From an optimization exercise on the open Yosys and OpenROAD flow, aimed at small area; shortcuts taken in it are not production practice. Only simulation tests tie the RTL to the original design; equivalence was not proved. Power and IR drop assume default switching activity.

--- flow/cts_args ---
-sink_clustering_enable -repair_clock_nets -dont_use_dummy_load -buf_list {sky130_fd_sc_hd__clkbuf_8} -root_buf sky130_fd_sc_hd__clkbuf_8 -sink_clustering_size 26
--- flow/abc6.script ---
strash
&get -n
&deepsyn -J 100 -S 6
&put
dch -f
map -a
mfs2
strash
dch -f
map -a
mfs2
strash
&get -n
&st
&dch
&nf -p -R 1000
&put
topo
dnsize -c
--- flow/run.sh ---
#!/bin/bash
# Standard synthesis; then the combinational logic is re-mapped for area with a few
# ABC scripts (flip-flops kept exactly as the standard synthesis made them) and the
# smallest result is kept; then the standard layout from that netlist.
set -euo pipefail
HERE=$(pwd)
R=$HERE/orfs/results/sky130hd/spi/base
LIB=$FLOW_HOME/platforms/sky130hd/lib/sky130_fd_sc_hd__tt_025C_1v80.lib
YOSYS=$(command -v yosys || echo /OpenROAD-flow-scripts/tools/install/yosys/bin/yosys)

# clock tree: no dummy loads, clkbuf_8 only; port buffers: smallest buffer
if [[ -f $HERE/flow/cts_args ]]; then export CTS_ARGS="$(cat $HERE/flow/cts_args)"; fi
export BUFFER_PORTS_ARGS="-buffer_cell sky130_fd_sc_hd__buf_1"

bash standard.sh synth > synth.log 2>&1
cp $R/1_2_yosys.v $HERE/std_synth.v

reopt() {
  local n=$1
  cat > $HERE/reopt_$n.ys <<EOS
read_liberty -ignore_miss_func $LIB
read_verilog $HERE/std_synth.v
hierarchy -top $FLOW_TOP
blackbox sky130_fd_sc_hd__df* sky130_fd_sc_hd__edf* sky130_fd_sc_hd__sdf* sky130_fd_sc_hd__dl*
flatten
opt -purge
abc -liberty $LIB -dont_use sky130_fd_sc_hd__probe_p_8 -dont_use sky130_fd_sc_hd__probec_p_8 -dont_use sky130_fd_sc_hd__lpflow_* -script $HERE/flow/abc$n.script
setundef -zero
splitnets
opt_clean -purge
hilomap -singleton -hicell sky130_fd_sc_hd__conb_1 HI -locell sky130_fd_sc_hd__conb_1 LO
insbuf -buf sky130_fd_sc_hd__buf_1 A X
write_verilog -noattr -nohex -nodec $HERE/reopt_$n.v
EOS
  cat > $HERE/reopt_check_$n.ys <<EOS
read_liberty -lib $LIB
read_verilog $HERE/reopt_$n.v
hierarchy -top $FLOW_TOP
check -assert
stat -liberty $LIB
EOS
  $YOSYS -l $HERE/reopt_$n.log -q $HERE/reopt_$n.ys > /dev/null 2>&1 && \
  $YOSYS -l $HERE/reopt_check_$n.log -q $HERE/reopt_check_$n.ys > /dev/null 2>&1
}
for n in 1 2 3 4; do reopt $n & done
wait || true
for n in 5 6 7 8; do reopt $n & done
wait || true
for n in 9 10 11 12; do reopt $n & done
wait || true
best=""; besta=""
for n in $(seq 1 12); do
  a=$(grep -s "Chip area" $HERE/reopt_check_$n.log | tail -1 | awk '{print $NF}') || true
  if grep -qs "Found and reported 0 problems" $HERE/reopt_check_$n.log && [[ -n "$a" ]]; then
    if [[ -z "$best" ]] || awk "BEGIN{exit !($a < $besta)}"; then best=$n; besta=$a; fi
  fi
done
echo "reopt areas:" > $HERE/reopt_choice.log
grep -s "Chip area" $HERE/reopt_check_*.log >> $HERE/reopt_choice.log || true
echo "chosen: ${best:-standard}" >> $HERE/reopt_choice.log
if [[ -n "$best" ]]; then
  cp $HERE/reopt_$best.v $R/1_2_yosys.v
  rm -f $R/1_synth.odb
fi
bash standard.sh > standard.log 2>&1
--- constraint.sdc ---
create_clock -name core_clock -period 8.0 [get_ports {pclk}]
set_input_delay 1.6000 -clock core_clock [delete_from_list [all_inputs] [get_ports {pclk}]]
set_output_delay 1.6000 -clock core_clock [all_outputs]
set_load 0.01 [all_outputs]
--- flow/abc2.script ---
strash
&get -n
&deepsyn -J 100 -S 2
&put
dch -f
map -a
mfs2
strash
dch -f
map -a
mfs2
strash
&get -n
&st
&dch
&nf -p -R 1000
&put
topo
dnsize -c
--- flow/abc5.script ---
strash
&get -n
&deepsyn -J 100 -S 5
&put
dch -f
map -a
mfs2
strash
dch -f
map -a
mfs2
strash
&get -n
&st
&dch
&nf -p -R 1000
&put
topo
dnsize -c
--- standard.sh ---
#!/bin/bash
# synth_recipe.tcl (not shown) runs the flow's synth.tcl, then flattens the netlist and writes it again
# the make line also repeats each setting of config.mk as NAME=value (left out here)
make -C /OpenROAD-flow-scripts/flow DESIGN_CONFIG=/design/flow/config.mk WORK_HOME=/design/flow/orfs CLKGATE_MAP_FILE= SYNTH_SCRIPT=/design/flow/synth_recipe.tcl "${@:-finish}"
--- flow/abc12.script ---
strash
&get -n
&deepsyn -J 100 -S 4
&put
dch -f
map -a
mfs2
strash
dch -f
map -a
mfs2
strash
&get -n
&st
&dch
&nf -p -R 1000
&put
mfs2
strash
&get -n
&st
&dch
&nf -p -R 1000
&put
topo
dnsize -c
--- flow/abc11.script ---
strash
&get -n
&deepsyn -J 100 -S 3
&put
dch -f
map -a
mfs2
strash
dch -f
map -a
mfs2
strash
&get -n
&st
&dch
&nf -p -R 1000
&put
mfs2
strash
&get -n
&st
&dch
&nf -p -R 1000
&put
topo
dnsize -c
--- design.v ---
module spi(pclk,presetn,paddr,pwrite,psel,penable,pwdata,miso,sclk,ss,spiintr_req,mosi,prdata,pready,pslverr);
input pclk,presetn,pwrite,psel,penable,miso;
input [2:0]paddr;
input [7:0]pwdata;
output reg ss,sclk,mosi;
output spiintr_req,pready,pslverr;
output [7:0]prdata;
reg st_act;             
reg st_en;              
reg md_wait, md_stop;   
reg [7:0] spicr1;
reg [4:0] spicr2;       
reg [6:0] spibr;        
reg [7:0] dr_q;          
reg dr_zero;             
wire [7:0] spidr = dr_zero ? 8'h00 : dr_q;
reg senddata;
reg spif_q, modf_q;     
reg receivedata;
wire lsbfe  = spicr1[0];
wire ssoe   = spicr1[1];
wire cpha   = spicr1[2];
wire cpol   = spicr1[3];
wire mstr   = spicr1[4];
wire sptie  = spicr1[5];
wire spe    = spicr1[6];
wire spie   = spicr1[7];
wire spiswai = spicr2[1];
wire modfen  = spicr2[4];
wire [2:0] sppr = spibr[6:4];
wire [2:0] spr  = spibr[2:0];
wire mode_ok = ~md_stop;
wire wrenb = st_en & pwrite;
wire rdenb = st_en & ~pwrite;
reg  [7:0] tempreg;
wire [7:0] misodata = receivedata ? tempreg : 8'h00;
wire cond = (spidr == pwdata) & (spidr != misodata) & mode_ok;
wire spif = |spidr;
wire modf = mstr & modfen & ~ss & ~ssoe;
reg [7:0] rd;
always @* begin
  case (paddr)
    3'd0: rd = spicr1;
    3'd1: rd = {3'b000, spicr2[4:3], 1'b0, spicr2[1:0]};
    3'd2: rd = {1'b0, spibr[6:4], 1'b0, spibr[2:0]};
    3'd3: rd = {spif_q, 1'b0, ~spif_q, modf_q, 4'b0000};
    default: rd = spidr;
  endcase
end
assign prdata = rdenb ? rd : 8'h00;
assign pready = st_en;
assign pslverr = st_en;
assign spiintr_req = (spie & (spif | modf)) | (sptie & ~spif);
always @(posedge pclk) begin
  if (~presetn) begin
    st_act <= 1'b0; st_en <= 1'b0;
    md_wait <= 1'b0; md_stop <= 1'b0;
    spicr1 <= 8'h04; spicr2 <= 5'h00; spibr <= 7'h00; dr_q <= 8'h00; dr_zero <= 1'b0;
    senddata <= 1'b0;
  end else begin
    st_act <= psel & (~penable | st_act);
    st_en  <= psel & penable & st_act;
    md_stop <= spiswai & (md_wait | md_stop);
    md_wait <= md_stop ? ~spiswai : (~spe & ~(md_wait & spiswai));
    if (wrenb & paddr == 3'd0) spicr1 <= pwdata;
    if (wrenb & paddr == 3'd1) spicr2 <= {pwdata[4:3], 1'b0, pwdata[1:0]};
    if (wrenb & paddr == 3'd2) spibr <= {pwdata[6:4], 1'b0, pwdata[2:0]};
    if (wrenb) begin
      if (paddr == 3'd5) begin dr_q <= pwdata; dr_zero <= 1'b0; end
    end else if (cond) begin dr_q <= spidr; dr_zero <= 1'b1; end
    else if (receivedata & mode_ok) begin dr_q <= tempreg; dr_zero <= 1'b0; end
    if (~wrenb) senddata <= cond;
  end
end
always @(posedge pclk) begin
  spif_q <= spif;
  modf_q <= modf;
end
reg loadq;    
always @(posedge pclk)
  loadq <= presetn & ~wrenb & cond;
reg [9:0] K;
always @* begin
  case (spr)
    3'd0: K = {7'b0, sppr};
    3'd1: K = {6'b0, sppr, 1'b1};
    3'd2: K = {5'b0, sppr, 2'b11};
    3'd3: K = {4'b0, sppr, 3'b111};
    3'd4: K = {3'b0, sppr, 4'b1111};
    3'd5: K = {2'b0, sppr, 5'b11111};
    3'd6: K = {1'b0, sppr, 6'b111111};
    default: K = {sppr, 7'b1111111};
  endcase
end
reg [11:0] bcnt;
reg flaglow, flaghigh, flagslow, flagshigh;
wire beq  = (bcnt[11:1] == {1'b0, K});
wire hit1 = beq & bcnt[0];
wire hit2 = beq & ~bcnt[0];
wire brun = mode_ok & ~ss & ~spiswai;
wire tpol = cpol ^ cpha;
always @(posedge pclk) begin
  if (~presetn) begin
    bcnt <= 12'd0; sclk <= 1'b0;
    flaglow <= 1'b0; flaghigh <= 1'b0; flagslow <= 1'b0; flagshigh <= 1'b0;
  end else begin
    bcnt <= (brun & ~hit1) ? bcnt + 12'd1 : 12'd0;
    sclk <= brun & (sclk ^ hit1);
    if (~tpol) begin
      flaglow  <= ~sclk & hit1;
      flagslow <= sclk & hit2;
    end else begin
      flaghigh  <= sclk & hit1;
      flagshigh <= ~sclk & hit2;
    end
  end
end
reg [9:0] shi;
reg [4:0] slo;
wire slo_end = (slo == 5'b10000);
wire slo_fb = slo[4] ^ slo[2] ^ (slo[3:0] == 4'b0000);
wire sen = mstr & ~spiswai & mode_ok;
wire sle = (shi <= K);
wire seq = (shi == K) & slo_end;
wire slt = sle & ~seq;
always @(posedge pclk) begin
  if (~presetn) begin
    receivedata <= 1'b0; ss <= 1'b1;
  end else begin
    receivedata <= sen & ~senddata & (seq | (slt & receivedata));
    ss <= ~sen | (~senddata & ~sle);
  end
end
wire srun = sen & ~senddata & slt;
always @(posedge pclk) begin
  slo <= srun ? {slo[3:0], slo_fb} : 5'd0;
  shi <= srun ? shi + {9'd0, slo_end} : 10'd0;
end
reg [7:0] shreg;
reg [2:0] c0, c1, c2, c3;
wire fA = tpol ? flagshigh : flagslow;
wire fB = tpol ? flaghigh : flaglow;
wire [2:0] cA = lsbfe ? c0 : ~c1;
wire [2:0] cB = lsbfe ? c2 : ~c3;
wire [2:0] sumA = cA + {2'b0, fA};
wire [2:0] sumB = cB + {2'b0, fB};
wire [2:0] ridx = cB ^ {3{~lsbfe}};
always @(posedge pclk) begin
  if (~presetn) begin
    mosi <= 1'b0; shreg <= 8'h00; tempreg <= 8'h00;
    c0 <= 3'd0; c1 <= 3'd0; c2 <= 3'd0; c3 <= 3'd0;
  end else begin
    if (loadq) shreg <= dr_q;
    if (lsbfe) begin
      c0 <= ss ? 3'd0 : sumA;
      c2 <= ss ? 3'd0 : sumB;
    end else begin
      c1 <= ss ? 3'd0 : ~sumA;
      c3 <= ss ? 3'd0 : ~sumB;
    end
    tempreg[ridx] <= ~ss & miso & fB;
    if (~ss & flagshigh & (~tpol | lsbfe)) mosi <= shreg[tpol ? c0 : c1];
  end
end
endmodule
--- flow/abc8.script ---
strash
&get -n
&deepsyn -J 100 -S 9 -t
&put
dch -f
map -a
mfs2
strash
dch -f
map -a
mfs2
strash
&get -n
&st
&dch
&nf -p -R 1000
&put
topo
dnsize -c
--- flow/abc4.script ---
strash
&get -n
&deepsyn -J 100 -S 4
&put
dch -f
map -a
mfs2
strash
dch -f
map -a
mfs2
strash
&get -n
&st
&dch
&nf -p -R 1000
&put
topo
dnsize -c
--- config.mk ---
export PLATFORM = sky130hd
export DESIGN_NAME = spi
export DESIGN_NICKNAME = spi
export VERILOG_FILES = /design/flow/design.v
export SDC_FILE = /design/flow/constraint.sdc
export NUM_CORES = 4
export LEC_CHECK = 0
export ABC_AREA = 1
export CAP_MARGIN = 0
export CORE_MARGIN = 2
export CORE_UTILIZATION = 60
export PLACE_DENSITY = 0.7
export SLEW_MARGIN = 0
--- flow/abc10.script ---
strash
&get -n
&deepsyn -J 100 -S 2
&put
dch -f
map -a
mfs2
strash
dch -f
map -a
mfs2
strash
&get -n
&st
&dch
&nf -p -R 1000
&put
mfs2
strash
&get -n
&st
&dch
&nf -p -R 1000
&put
topo
dnsize -c
--- flow/abc7.script ---
strash
dch
map -a
strash
dch -f
map -a
mfs2
strash
&get -n
&st
&dch
&nf -R 1000
&put
topo
dnsize -c
--- flow/abc1.script ---
strash
&get -n
&deepsyn -J 100 -S 1
&put
dch -f
map -a
mfs2
strash
dch -f
map -a
mfs2
strash
&get -n
&st
&dch
&nf -p -R 1000
&put
topo
dnsize -c
--- flow/abc3.script ---
strash
&get -n
&deepsyn -J 100 -S 3
&put
dch -f
map -a
mfs2
strash
dch -f
map -a
mfs2
strash
&get -n
&st
&dch
&nf -p -R 1000
&put
topo
dnsize -c
--- flow/abc9.script ---
strash
&get -n
&deepsyn -J 100 -S 1
&put
dch -f
map -a
mfs2
strash
dch -f
map -a
mfs2
strash
&get -n
&st
&dch
&nf -p -R 1000
&put
mfs2
strash
&get -n
&st
&dch
&nf -p -R 1000
&put
topo
dnsize -c
==> summary.txt, run 1 <==
CTS HTree Levels=3; final setup fails=0; post-synthesis cell count=493; GR met2 Demand/Resource=44.5%; largest net degree at the start of global routing=23; fin crit period=5.01 ns; antenna violations before repair=0; die area=7850 um^2; Power Density=172 nW/um^2; area delta synth->final=8.57%; final worst-path cycle share=62.6%; f_max=200 MHz; RSZ-0062 raised after global routing=no; setup TNS=0 ns; crit start category=primary input; Fillers=598; TritonCTS clock tree=built; worst slew pin tran=1.25 ns; Worst Hold Class=flip-flop to flip-flop; routed vias/inst=6.27; Pre-antenna DRT Iters=8; clock root buffer=clkbuf_8; Hold-fix buffers, CTS=0; Yosys warning count=1; vias in the first global route=3570; Critical Path RT=6.40 ns; Final Max Slew Viols=0; final core occ=67.8%; WS Path Type=primary input to output pin; hpwl dp=7640 um; # IOs=31; reg2reg setup slack=4.64 ns; routed len/inst=16.7 um; core region area=6870 um^2; final hold vios=0; GR peak layer=met2; crit-path max FO=8; max-cap violations=0; GRT overflow=0; Clock Latency Late Sink=0.38 ns; global router's overall resource usage=28.1%; post-layout net count=552; layout cells sized above 1=2.25%; Worst EP arrival=3.41 ns; area of the mapped netlist=4290 um^2; Clock Sinks=98; clk buf depth=2; DIE HEIGHT=88.6 um; Slew headroom=15.8%; Mean Syn Cell Area=8.71 um^2; # DRC=0; width of the die=88.6 um; Worst-path clk slew=0.09 ns; post-synthesis net count=510; first-pass GRT wire length=17100 um; cts bufs inserted=9; IO buf count=30; Starting Density=62.5%; critical path endpoint category=output pin; Setup Fix Bufs, Post-CTS=0; gp weighted congestion=0.902; grt met1 use=38.6%; met3 Use GR=4.29%; 1st-iter DRT viols=337; post_cts resized=0; status=complete, no violations; Leak Pwr=0.00166 uW; Routed WL=10500 um; row cnt=30; # diodes=0; Final ANT Viol Nets=0; via count=3946; VDD IR max=100 uV; clock skew=0.0357 ns
flip-flops by register name (all words and copies together) (netlist names), 3 cells and up:
signal	flops
c1	3
slo	5
spibr	6
c0	3
dr_q	8
shreg	8
spicr2	4
bcnt	12
spicr1	8
shi	10
c3	3
c2	3
tempreg	8
worst paths after layout:
check	from	to	cells after the start
worst min-delay path	st_act$_SDFF_PN0_	st_en$_SDFF_PN0_	2
worst max register to register	spibr[0]$_SDFFE_PN0P_	shi[8]$_SDFF_PN0_	14
worst min register to register	st_act$_SDFF_PN0_	st_en$_SDFF_PN0_	2
worst max-delay path	pwrite	prdata[7]	6
per-stage QoR:
step	hold slack (ns)	cells	total power, uW	setup slack, ns	area (um^2)
6_report	0.440	629	802	2.99	4660
5_1_grt	0.474	629	826	2.86	4660
4_1_cts	0.443	629	801	3.06	4660
3_5_place_dp	0.430	620	559	3.07	4540
3_3_place_gp	0.423	620	557	3.17	4540
2_1_floorplan	0.414	493	539	3.64	4290
per-layer routing:
metal	wire length, um	vias up
met3	656	19
met5	0	-
li1	-	1898
met2	4700	148
met1	4910	1881
met4	251	0
where the power goes:
part | switching [uW] | leakage, uW | total, uW | internal (uW)
combinational | 32.4 | 0.000802 | 48.9 | 16.5
sequential | 7.04 | 0.000792 | 501 | 494
clock | 151 | 0.0000647 | 252 | 101
total | 190 | 0.00166 | 802 | 612
area by class of cell:
cell class	instances	area, um^2	area share [%]
Clock buffer	9	124	2.66
Inverter	27	101	2.18
Multi-Input combinational cell	367	2220	47.7
Sequential cell	98	1960	42.1
Tap cell	96	120	2.58
Timing Repair Buffer	32	128	2.74
layout by cell type, fill, tap and decap left out, types with 2 or more instances in the layout:
| cell | instances |
|---|---|
| clkinv_1 | 27 |
| buf_1 | 30 |
| mux2i_1 | 3 |
| a21oi_1 | 35 |
| buf_4 | 2 |
| a221oi_1 | 3 |
| nor3b_1 | 4 |
| o21a_1 | 5 |
| xnor2_1 | 10 |
| a22oi_1 | 11 |
| or2_0 | 2 |
| nor3_1 | 23 |
| mux2_1 | 9 |
| a222oi_1 | 12 |
| nor4_1 | 5 |
| and2_0 | 4 |
| nor2b_1 | 5 |
| a221o_1 | 3 |
| nand3b_1 | 3 |
| o21ai_0 | 26 |
| or3_1 | 3 |
| and3_1 | 10 |
| xor2_1 | 9 |
| nor2_1 | 58 |
| a22o_1 | 26 |
| nand2b_1 | 16 |
| dfxtp_1 | 98 |
| nand2_1 | 44 |
| o31ai_1 | 2 |
| o211ai_1 | 3 |
| o22ai_1 | 9 |
| nand3_1 | 13 |
| clkbuf_8 | 9 |
critical path, cell delays in order:
cell      delay (ns)
buf_1           0.08
nand2b_1        0.20
nor4_1          0.97
a22oi_1         0.23
o21ai_0         0.15
buf_1           0.17
==> run 2, diff against run 1 <==
--- a/design.v
+++ b/design.v
@@ -77,7 +77,4 @@
   modf_q <= modf;
 end
-reg loadq;    
-always @(posedge pclk)
-  loadq <= presetn & ~wrenb & cond;
 reg [9:0] K;
 always @* begin
@@ -138,9 +135,9 @@
 end
 reg [7:0] shreg;
-reg [2:0] c0, c1, c2, c3;
+reg [2:0] c0, c1n, c2, c3n;    
 wire fA = tpol ? flagshigh : flagslow;
 wire fB = tpol ? flaghigh : flaglow;
-wire [2:0] cA = lsbfe ? c0 : ~c1;
-wire [2:0] cB = lsbfe ? c2 : ~c3;
+wire [2:0] cA = lsbfe ? c0 : c1n;
+wire [2:0] cB = lsbfe ? c2 : c3n;
 wire [2:0] sumA = cA + {2'b0, fA};
 wire [2:0] sumB = cB + {2'b0, fB};
@@ -149,16 +146,16 @@
   if (~presetn) begin
     mosi <= 1'b0; shreg <= 8'h00; tempreg <= 8'h00;
-    c0 <= 3'd0; c1 <= 3'd0; c2 <= 3'd0; c3 <= 3'd0;
+    c0 <= 3'd0; c1n <= 3'd7; c2 <= 3'd0; c3n <= 3'd7;
   end else begin
-    if (loadq) shreg <= dr_q;
+    if (senddata & dr_zero) shreg <= dr_q;
     if (lsbfe) begin
       c0 <= ss ? 3'd0 : sumA;
       c2 <= ss ? 3'd0 : sumB;
     end else begin
-      c1 <= ss ? 3'd0 : ~sumA;
-      c3 <= ss ? 3'd0 : ~sumB;
+      c1n <= ss ? 3'd7 : sumA;
+      c3n <= ss ? 3'd7 : sumB;
     end
     tempreg[ridx] <= ~ss & miso & fB;
-    if (~ss & flagshigh & (~tpol | lsbfe)) mosi <= shreg[tpol ? c0 : c1];
+    if (~ss & flagshigh & (~tpol | lsbfe)) mosi <= shreg[tpol ? c0 : ~c1n];
   end
 end
--- a/config.mk
+++ b/config.mk
@@ -9,5 +9,5 @@
 export CAP_MARGIN = 0
 export CORE_MARGIN = 2
-export CORE_UTILIZATION = 60
-export PLACE_DENSITY = 0.7
+export CORE_UTILIZATION = 75
+export PLACE_DENSITY = 0.85
 export SLEW_MARGIN = 0
==> run 2 against run 1 <==
Compared with the run above:
- wire length rose by 0.45%
- critical endpoint is now prdata[5]
- synthesized cell count rose by 2.2%
- power fell by 5.7%
- setup slack improved by 0.34 ns
- clock-buffer cell count did not move
- cell count fell by 1.9%
- critical path depth did not move
- highest routed layer unchanged
- sequential cell count fell by 1
- global-route usage rose by 6.6 points
- die area fell by 20%
- final area fell by 0.91%
==> summary.txt, run 2 <==
Setup Fix Bufs, Post-CTS=0 (unchanged); first-pass GRT wire length=17100 um (about the same); antenna violations before repair=0 (unchanged); Pre-antenna DRT Iters=5 (was 8); max-cap violations=0 (unchanged); met2 wire len=4780 um (was 4700 um); Worst Hold Class=flip-flop to flip-flop (unchanged); met3 WL=1200 um (was 656 um); largest net degree at the start of global routing=23 (unchanged); routed len/inst=17.1 um (was 16.7 um); 1st-iter DRT viols=448 (was 337); Starting Density=77.6% (was 62.5%); Routed WL=10600 um (was 10500 um); hpwl dp=7550 um (was 7640 um); clock skew=0.0253 ns (was 0.0357 ns); global router's overall resource usage=34.7% (was 28.1%); Clock Sinks=97 (was 98); clk buf depth=2 (unchanged); vias in the first global route=3713 (was 3570); Final Max Slew Viols=0 (unchanged); post-layout net count=564 (was 552); Yosys warning count=1 (unchanged); post-synthesis cell count=504 (was 493); final worst-path cycle share=58.3% (was 62.6%); Power Density=164 nW/um^2 (was 172 nW/um^2); WS Path Type=primary input to output pin (unchanged); largest register by flop count=bcnt (unchanged); most frequent cells in the layout=dfxtp_1 (97), nand2_1 (62), nor2_1 (56) (was dfxtp_1 (98), nor2_1 (58), nand2_1 (44)); setup TNS=0 ns (unchanged); critical path endpoint category=output pin (unchanged); clock root buffer=clkbuf_8 (unchanged); Critical Path RT=6.40 ns (about the same); VDD IR max=134 uV (was 100 uV); Top Registers=bcnt: 12 flops, shi: 10 flops (unchanged); Hold WS=0.431 ns (was 0.440 ns); width of the die=79.5 um (was 88.6 um); worst slew pin tran=1.03 ns (was 1.25 ns); gp weighted congestion=1.02 (was 0.902); Worst Reg-to-Reg Cells=11 (was 14); layout cells sized above 1=2.20% (was 2.25%); most common cell after layout, fill and taps aside=dfxtp_1 (unchanged); post_cts resized=0 (unchanged); final hold vios=0 (unchanged); TritonCTS clock tree=built (unchanged); cts bufs inserted=9 (unchanged); routed vias/inst=6.64 (was 6.27); # DRC=0 (unchanged); Overall Power=756 uW (was 802 uW); fin crit period=4.66 ns (was 5.01 ns); # diodes=0 (unchanged); core region area=5510 um^2 (was 6870 um^2); GRT overflow=0 (unchanged); IO buf count=30 (unchanged); Worst-path clk slew=0.08 ns (was 0.09 ns); RSZ-0062 raised after global routing=no (unchanged); CTS HTree Levels=3 (unchanged); Worst EP arrival=3.06 ns (was 3.41 ns); Mean Syn Cell Area=8.48 um^2 (was 8.71 um^2); area of the mapped netlist=4270 um^2 (was 4290 um^2); top sig layer=met4 (unchanged); f_max=214 MHz (was 200 MHz); status=complete, no violations (unchanged); Post-Place Cells=608 (was 620); crit start category=primary input (unchanged); final core occ=83.8% (was 67.8%); crit-path max FO=7 (was 8); Met1 Wirelength=4230 um (was 4910 um); Final Non-Filler Cells=617 (was 629); max reg flops=12 (unchanged); Cells on Worst Hold Path=2 (unchanged); Clock Latency Late Sink=0.36 ns (was 0.38 ns); Slew headroom=31.4% (was 15.8%); Hold-fix buffers, CTS=0 (unchanged); row cnt=27 (was 30); die area=6320 um^2 (was 7850 um^2); final setup fails=0 (unchanged); via count=4099 (was 3946); area delta synth->final=8.08% (was 8.57%); DIE HEIGHT=79.5 um (was 88.6 um); # IOs=31 (unchanged); Final ANT Viol Nets=0 (unchanged); Leak Pwr=0.00163 uW (was 0.00166 uW); post-synthesis net count=521 (was 510)
[run 2: cell count changes in the layout (fill, tap and decap cells not counted), sizes merged, moves of 4 or more]
cell / delta
mux2: -6
nand2: +18
nor2b: +4
a22oi: +8
a222oi: -12
o21a: -5
clkinv: -12
[run 2: power by group]
group / internal (uW) / total [uW] / switching [uW]
registers: 484 / 485 / 1.13
logic: 7.49 / 24.3 / 16.8
clock network: 101 / 246 / 145
total: 593 / 756 / 163
[run 2: per-stage QoR]
step / instance area [um^2] / worst slack [ns]
after floorplan: 4270 / 3.88
after global placement: 4490 / 3.47
after detailed placement: 4490 / 3.41
after CTS: 4620 / 3.40
after global routing: 4620 / 3.26
final: 4620 / 3.34
[run 2: critical path: stages]
cell and delay [ns]:
buf_1 0.16, nor2_1 0.17, nand2_1 0.12, nor3_1 0.57, a221o_1 0.28, buf_1 0.16
[run 2: final cells by class]
type | count | area, um^2
flip-flops and latches | 97 | 1940
multi-input cells | 391 | 2270
fillers | 362 | 890
clock buffers | 9 | 124
repair buffers | 33 | 135
inverters | 15 | 56.3
well taps | 72 | 90.1
[run 2: final timing paths]
| check | slack [ns] | from | end |
|---|---|---|---|
| worst max-delay path | 3.34 | paddr[2] | prdata[5] |
| worst min register to register | 0.43 | st_act$_SDFF_PN0_ | st_en$_SDFF_PN0_ |
| worst min-delay path | 0.43 | st_act$_SDFF_PN0_ | st_en$_SDFF_PN0_ |
| worst max register to register | 4.80 | spibr[0]$_SDFFE_PN0P_ | bcnt[4]$_SDFF_PN0_ |
[run 2: per-layer routing]
layer | GRT usage (%) | vias to the layer above
met4 | 15.3 | 0
met3 | 9.39 | 42
met2 | 54.6 | 300
met5 | 0 | -
li1 | - | 1926
met1 | 44.6 | 1831
==> run 3, diff against run 2 <==
--- a/config.mk
+++ b/config.mk
@@ -9,5 +9,5 @@
 export CAP_MARGIN = 0
 export CORE_MARGIN = 2
-export CORE_UTILIZATION = 75
-export PLACE_DENSITY = 0.85
+export CORE_UTILIZATION = 60
+export PLACE_DENSITY = 0.7
 export SLEW_MARGIN = 0
==> run 3 against run 2 <==
Compared with the run above:
- global-route usage is 7.2 points lower
- power is 0.15% lower
- sequential cell count is the same
- largest cell class unchanged
- largest power group unchanged
==> summary.txt, run 3 <==
status=complete, no violations (unchanged); CP startpoint=paddr[2] (unchanged); max reg flops=12 (unchanged); Overall Power=755 uW (was 756 uW); Yosys warning count=1 (unchanged); GR met2 Demand/Resource=40.8% (was 54.6%); row cnt=30 (was 27); 1st-iter DRT viols=240 (was 448); Leak Pwr=0.00163 uW (unchanged); antenna violations before repair=0 (unchanged); RSZ-0062 raised after global routing=no (unchanged); hpwl dp=7510 um (was 7550 um); Mean Syn Cell Area=8.48 um^2 (unchanged); Critical Path RT=6.40 ns (about the same); worst slew pin tran=1.05 ns (was 1.03 ns); hold_sp=st_act$_SDFF_PN0_ (unchanged); Power Density=162 nW/um^2 (was 164 nW/um^2); Slew headroom=29.6% (was 31.4%); Pre-antenna DRT Iters=5 (unchanged); f_max=213 MHz (was 214 MHz); cts bufs inserted=9 (unchanged); crit path max-delay cell type=nor3_1 (unchanged); CTS HTree Levels=3 (unchanged); core region area=6830 um^2 (was 5510 um^2); max-cap violations=0 (unchanged); Hold-fix buffers, CTS=0 (unchanged); # DRC=0 (unchanged); Crit path top cell by count=buf_1 (unchanged); GR peak layer=met2 (unchanged); worst path cell trace=buf_1 > nor2_1 > nand2_1 > nor3_1 > a22oi_1 > o21ai_0 > buf_1 (was buf_1 > nor2_1 > nand2_1 > nor3_1 > a221o_1 > buf_1); clock root buffer=clkbuf_8 (unchanged); clk buf depth=2 (unchanged); # diodes=0 (unchanged); reg2reg start=dr_zero$_SDFFE_PN0P_ (was spibr[0]$_SDFFE_PN0P_); routed vias/inst=6.19 (was 6.64); critical path endpoint category=output pin (unchanged); GRT overflow=0 (unchanged); TritonCTS clock tree=built (unchanged); Hold WS=0.438 ns (was 0.431 ns); Final ANT Viol Nets=0 (unchanged); WS Path Type=primary input to output pin (unchanged); Top Registers=bcnt: 12 flops, shi: 10 flops (unchanged); Fillers=592 (was 362); # IOs=31 (unchanged); sw frac=21.5% (was 21.6%); area of the mapped netlist=4270 um^2 (unchanged); Switch Pwr=162 uW (was 163 uW); post-synthesis cell count=504 (unchanged); crit start category=primary input (unchanged); clock skew=0.0266 ns (was 0.0253 ns); cell-internal power=593 uW (about the same); first-pass GRT wire length=16700 um (was 17100 um); CP peak stage delay=0.58 ns (was 0.57 ns); final hold vios=0 (unchanged); met3 Use GR=6.16% (was 9.39%); largest net degree at the start of global routing=23 (unchanged); layout cells sized above 1=2.20% (unchanged); sequential power share=64.3% (was 64.2%); via count=3965 (was 4099); Setup Fix Bufs, Post-CTS=0 (unchanged); fin crit period=4.70 ns (was 4.66 ns); width of the die=88.4 um (was 79.5 um); Worst EP arrival=3.10 ns (was 3.06 ns); crit-path max FO=7 (unchanged); die area=7810 um^2 (was 6320 um^2); final worst-path cycle share=58.7% (was 58.3%); grt met1 use=40.1% (was 44.6%); post-layout net count=564 (unchanged); routed len/inst=16.0 um (was 17.1 um); area delta synth->final=8.79% (was 8.08%); Worst-path clk slew=0.09 ns (was 0.08 ns); global router's overall resource usage=27.4% (was 34.7%); post-synthesis net count=521 (unchanged); Gate power share=3.2% (about the same); setup TNS=0 ns (unchanged); Clock Latency Late Sink=0.36 ns (about the same); gp weighted congestion=1.00 (was 1.02); clock network power share=32.5% (was 32.6%); DIE HEIGHT=88.4 um (was 79.5 um); largest register by flop count=bcnt (unchanged); post_cts resized=0 (unchanged); VDD IR max=113 uV (was 134 uV); Final Max Slew Viols=0 (unchanged); IO buf count=30 (unchanged); Starting Density=62.5% (was 77.6%); vias in the first global route=3461 (was 3713); Worst Hold Class=flip-flop to flip-flop (unchanged); Routed WL=10200 um (was 10600 um); Clock Sinks=97 (unchanged); final core occ=68.0% (was 83.8%); final setup fails=0 (unchanged); most common cell after layout, fill and taps aside=dfxtp_1 (unchanged); most frequent cells in the layout=dfxtp_1 (97), nand2_1 (62), nor2_1 (56) (unchanged)
==> run 3: area by class of cell <==
class	instances	area [um^2]	share of cell area (%)
inverters	15	56.3	1.21
well taps	96	120	2.58
multi-input cells	391	2270	48.8
repair buffers	33	135	2.91
clock buffers	9	124	2.67
flip-flops and latches	97	1940	41.8
==> run 3: metrics by stage <==
| step | setup WS, ns | cells | area [um^2] |
|---|---|---|---|
| finish | 3.30 | 641 | 4650 |
| global route | 3.19 | 641 | 4650 |
| CTS | 3.36 | 641 | 4650 |
| detailed placement | 3.35 | 632 | 4520 |
| global placement | 3.45 | 632 | 4520 |
| floorplan | 3.88 | 504 | 4270 |
==> run 3: layer usage <==
layer,routed length (um),vias up
li1,-,1934
met1,4910,1833
met2,4410,174
met3,739,24
met4,168,0
met5,0,-
==> run 3: worst paths after layout <==
path                          endpoint  slack (ns)  cells after the start
setup / recovery             prdata[6]        3.30                      7
hold / removal        st_en$_SDFF_PN0_        0.44                      2
setup reg to reg  dr_q[4]$_SDFFE_PN0P_        4.83                     10
hold reg to reg       st_en$_SDFF_PN0_        0.44                      2
==> run 3: power by group through the flow <==
stage / registers (uW) / clock network (uW) / logic [uW]
floorplan: 496 / 0 / 11.5
global placement: 496 / 0 / 23.4
detailed placement: 496 / 0 / 23.9
CTS: 485 / 249 / 23.9
global route: 485 / 269 / 26.7
finish: 485 / 245 / 24.5
==> run 3: critical path, delay by kind of cell <==
kind	cells	cell delay (ns)
compound gates	2	0.29
buf+inv	2	0.34
simple gates	3	0.87
==> run 4, diff against run 3 <==
--- a/flow/run.sh
+++ b/flow/run.sh
@@ -49,6 +49,8 @@
 for n in 9 10 11 12; do reopt $n & done
 wait || true
+for n in 13 14 15 16; do reopt $n & done
+wait || true
 best=""; besta=""
-for n in $(seq 1 12); do
+for n in $(seq 1 16); do
   a=$(grep -s "Chip area" $HERE/reopt_check_$n.log | tail -1 | awk '{print $NF}') || true
   if grep -qs "Found and reported 0 problems" $HERE/reopt_check_$n.log && [[ -n "$a" ]]; then
==> flow/abc13.script (new file) <==
strash
&get -n
&deepsyn -J 100 -S 7
&put
dch -f
map -a
mfs2
strash
dch -f
map -a
mfs2
strash
&get -n
&st
&dch
&nf -p -R 1000
&put
topo
dnsize -c
==> flow/abc14.script (new file) <==
strash
&get -n
&deepsyn -J 100 -S 8
&put
dch -f
map -a
mfs2
strash
dch -f
map -a
mfs2
strash
&get -n
&st
&dch
&nf -p -R 1000
&put
topo
dnsize -c
==> flow/abc15.script (new file) <==
strash
&get -n
&deepsyn -J 100 -S 5
&put
dch -f
map -a
mfs2
strash
dch -f
map -a
mfs2
strash
&get -n
&st
&dch
&nf -p -R 1000
&put
mfs2
strash
&get -n
&st
&dch
&nf -p -R 1000
&put
topo
dnsize -c
==> flow/abc16.script (new file) <==
strash
&get -n
&deepsyn -J 100 -S 6
&put
dch -f
map -a
mfs2
strash
dch -f
map -a
mfs2
strash
&get -n
&st
&dch
&nf -p -R 1000
&put
mfs2
strash
&get -n
&st
&dch
&nf -p -R 1000
&put
topo
dnsize -c
==> run 4 against run 3 <==
Compared with the run above:
- core utilization did not move
- clock power barely moved
- final area did not move
==> summary.txt, run 4 <==
CP bufs+invs=2 (unchanged); Worst EP arrival=3.10 ns (about the same); Hold WS=0.438 ns (unchanged); final setup fails=0 (unchanged); most frequent cells in the layout=dfxtp_1 (97), nand2_1 (62), nor2_1 (56) (unchanged); clock skew=0.0266 ns (unchanged); gp weighted congestion=1.00 (unchanged); worst slew pin tran=1.05 ns (unchanged); reg2reg start=dr_zero$_SDFFE_PN0P_ (unchanged); fin crit period=4.70 ns (unchanged); Gate power share=3.2% (about the same); # diodes=0 (unchanged); Power Density=162 nW/um^2 (unchanged); DIE HEIGHT=88.4 um (unchanged); Critical Path RT=6.40 ns (about the same); crit start category=primary input (unchanged); clk buf depth=2 (unchanged); Clock Sinks=97 (unchanged); 1st-iter DRT viols=240 (unchanged); sequential power share=64.3% (about the same); crit-path max FO=7 (unchanged); Setup Fix Bufs, Post-CTS=0 (unchanged); # DRC=0 (unchanged); final core occ=68.0% (unchanged); post-synthesis net count=521 (unchanged); hpwl dp=7510 um (unchanged); first-pass GRT wire length=16700 um (unchanged); hold_sp=st_act$_SDFF_PN0_ (unchanged); Final ANT Viol Nets=0 (unchanged); max reg flops=12 (unchanged); Worst-path clk slew=0.09 ns (about the same); setup TNS=0 ns (unchanged); f_max=213 MHz (unchanged); antenna violations before repair=0 (unchanged); core region area=6830 um^2 (unchanged); RR Endpoint=dr_q[4]$_SDFFE_PN0P_ (unchanged); Starting Density=62.5% (unchanged); Top Registers=bcnt: 12 flops, shi: 10 flops (unchanged); max-cap violations=0 (unchanged); global router's overall resource usage=27.4% (unchanged); post-synthesis cell count=504 (unchanged); final worst-path cycle share=58.7% (unchanged); # IOs=31 (unchanged); CP peak stage delay=0.58 ns (about the same); clock network power share=32.5% (about the same); Yosys warning count=1 (unchanged); layout cells sized above 1=2.20% (unchanged); WS Path Type=primary input to output pin (unchanged); Hold-fix buffers, CTS=0 (unchanged); Mean Syn Cell Area=8.48 um^2 (unchanged); routed len/inst=16.0 um (unchanged); cts bufs inserted=9 (unchanged); area delta synth->final=8.79% (unchanged); largest net degree at the start of global routing=23 (unchanged); Crit path top cell by count=buf_1 (unchanged); Top Family by Delay on Critical Path=simple AND/OR/NAND/NOR gates (unchanged); most common cell after layout, fill and taps aside=dfxtp_1 (unchanged); Pre-antenna DRT Iters=5 (unchanged); critical path endpoint category=output pin (unchanged); Worst Hold Class=flip-flop to flip-flop (unchanged); Worst Hold Path EP=st_en$_SDFF_PN0_ (unchanged); cell-internal power=593 uW (unchanged); clock root buffer=clkbuf_8 (unchanged); crit path max-delay cell type=nor3_1 (unchanged); VDD IR max=113 uV (unchanged); RSZ-0062 raised after global routing=no (unchanged); largest register by flop count=bcnt (unchanged); final hold vios=0 (unchanged); via count=3965 (unchanged); reg2reg setup slack=4.83 ns (about the same); area of the mapped netlist=4270 um^2 (unchanged); GRT overflow=0 (unchanged); Routed WL=10200 um (unchanged); Cells on Worst Hold Path=2 (unchanged); post_cts resized=0 (unchanged); row cnt=30 (unchanged); vias in the first global route=3461 (unchanged); Leak Pwr=0.00163 uW (unchanged); Clock Latency Late Sink=0.36 ns (about the same); Worst Reg-to-Reg Cells=10 (unchanged); width of the die=88.4 um (unchanged); die area=7810 um^2 (unchanged); post-layout net count=564 (unchanged); status=complete, no violations (unchanged); routed vias/inst=6.19 (unchanged); Switch Pwr=162 uW (unchanged); worst path cell trace=buf_1 > nor2_1 > nand2_1 > nor3_1 > a22oi_1 > o21ai_0 > buf_1 (unchanged); IO buf count=30 (unchanged); sw frac=21.5% (unchanged); TritonCTS clock tree=built (unchanged); Final Max Slew Viols=0 (unchanged); CTS HTree Levels=3 (unchanged); Slew headroom=29.6% (unchanged)
==> run 4: through the flow <==
stage               instance area [um^2]  setup slack (ns)  power (uW)  cells
finish                              4650              3.30         755    641
global route                        4650              3.19         781    641
CTS                                 4650              3.36         758    641
detailed placement                  4520              3.35         520    632
global placement                    4520              3.45         520    632
floorplan                           4270              3.88         508    504
==> run 4: routing by layer <==
layer	global-route usage, %	up-vias	part of all wire [%]
li1	-	1934	-
met1	40.1	1833	48
met2	40.8	174	43
met3	6.16	24	7.2
met5	0	-	0
met4	7.85	0	1.6
==> run 4: power by group through the flow <==
stage / Clock [uW] / Combinational, uW / Sequential (uW)
2_1_floorplan: 0 / 11.5 / 496
3_3_place_gp: 0 / 23.4 / 496
3_5_place_dp: 0 / 23.9 / 496
4_1_cts: 249 / 23.9 / 485
5_1_grt: 269 / 26.7 / 485
6_report: 245 / 24.5 / 485
==> run 4: tightest hold or removal path: cells and delay by family (launching register included) <==
family	cells	cell delay [ns]
buf+inv	1	0.05
simple gates	1	0.04
flops	1	0.31
==> run 4: area by class of cell <==
type / count / area, um^2
clock buffers: 9 / 124
flip-flops and latches: 97 / 1940
repair buffers: 33 / 135
fillers: 592 / 2180
multi-input cells: 391 / 2270
inverters: 15 / 56.3
well taps: 96 / 120
==> run 4: worst max-delay path by stage <==
stage	from	to	cells past startpoint
after CTS	paddr[2]	prdata[6]	7
after floorplan	paddr[2]	prdata[0]	5
after global routing	paddr[2]	prdata[0]	7
after global placement	paddr[2]	prdata[0]	7
final	paddr[2]	prdata[6]	7
after detailed placement	paddr[2]	prdata[6]	7

==> what the ideal ports hide <==
Ports are ideal in the flow. The routed layouts listed here were re-timed in OpenROAD.
Step 1 (the two cells are an assumption about what drives the block):
set clk [get_ports {pclk}]
set_driving_cell -lib_cell sky130_fd_sc_hd__clkbuf_16 $clk
set_driving_cell -lib_cell sky130_fd_sc_hd__buf_2 [delete_from_list [all_inputs] $clk]
Step 2 moves the port delays by t, midway between the first and last clock arrival at a register: inputs arrive t later, outputs are due t later. That takes back most of the time a late clock gives input paths.
Three values: ideal ports, drivers, drivers and shift; two values: the first two.
run | shift t [ns] | setup WS [ns] | worst setup path at the end | pins driven straight from the clock port
run 1 | 0.390 | 2.993 / 2.972 / 2.972 | input to output | 1
run 2 | 0.377 | 3.336 / 3.315 / 3.315 | input to output | 1
run 3 | 0.377 | 3.301 / 3.281 / 3.281 | input to output | 1
run 4 | 0.377 | 3.301 / 3.281 / 3.281 | input to output | 1
After both steps every run listed still meets setup and hold.
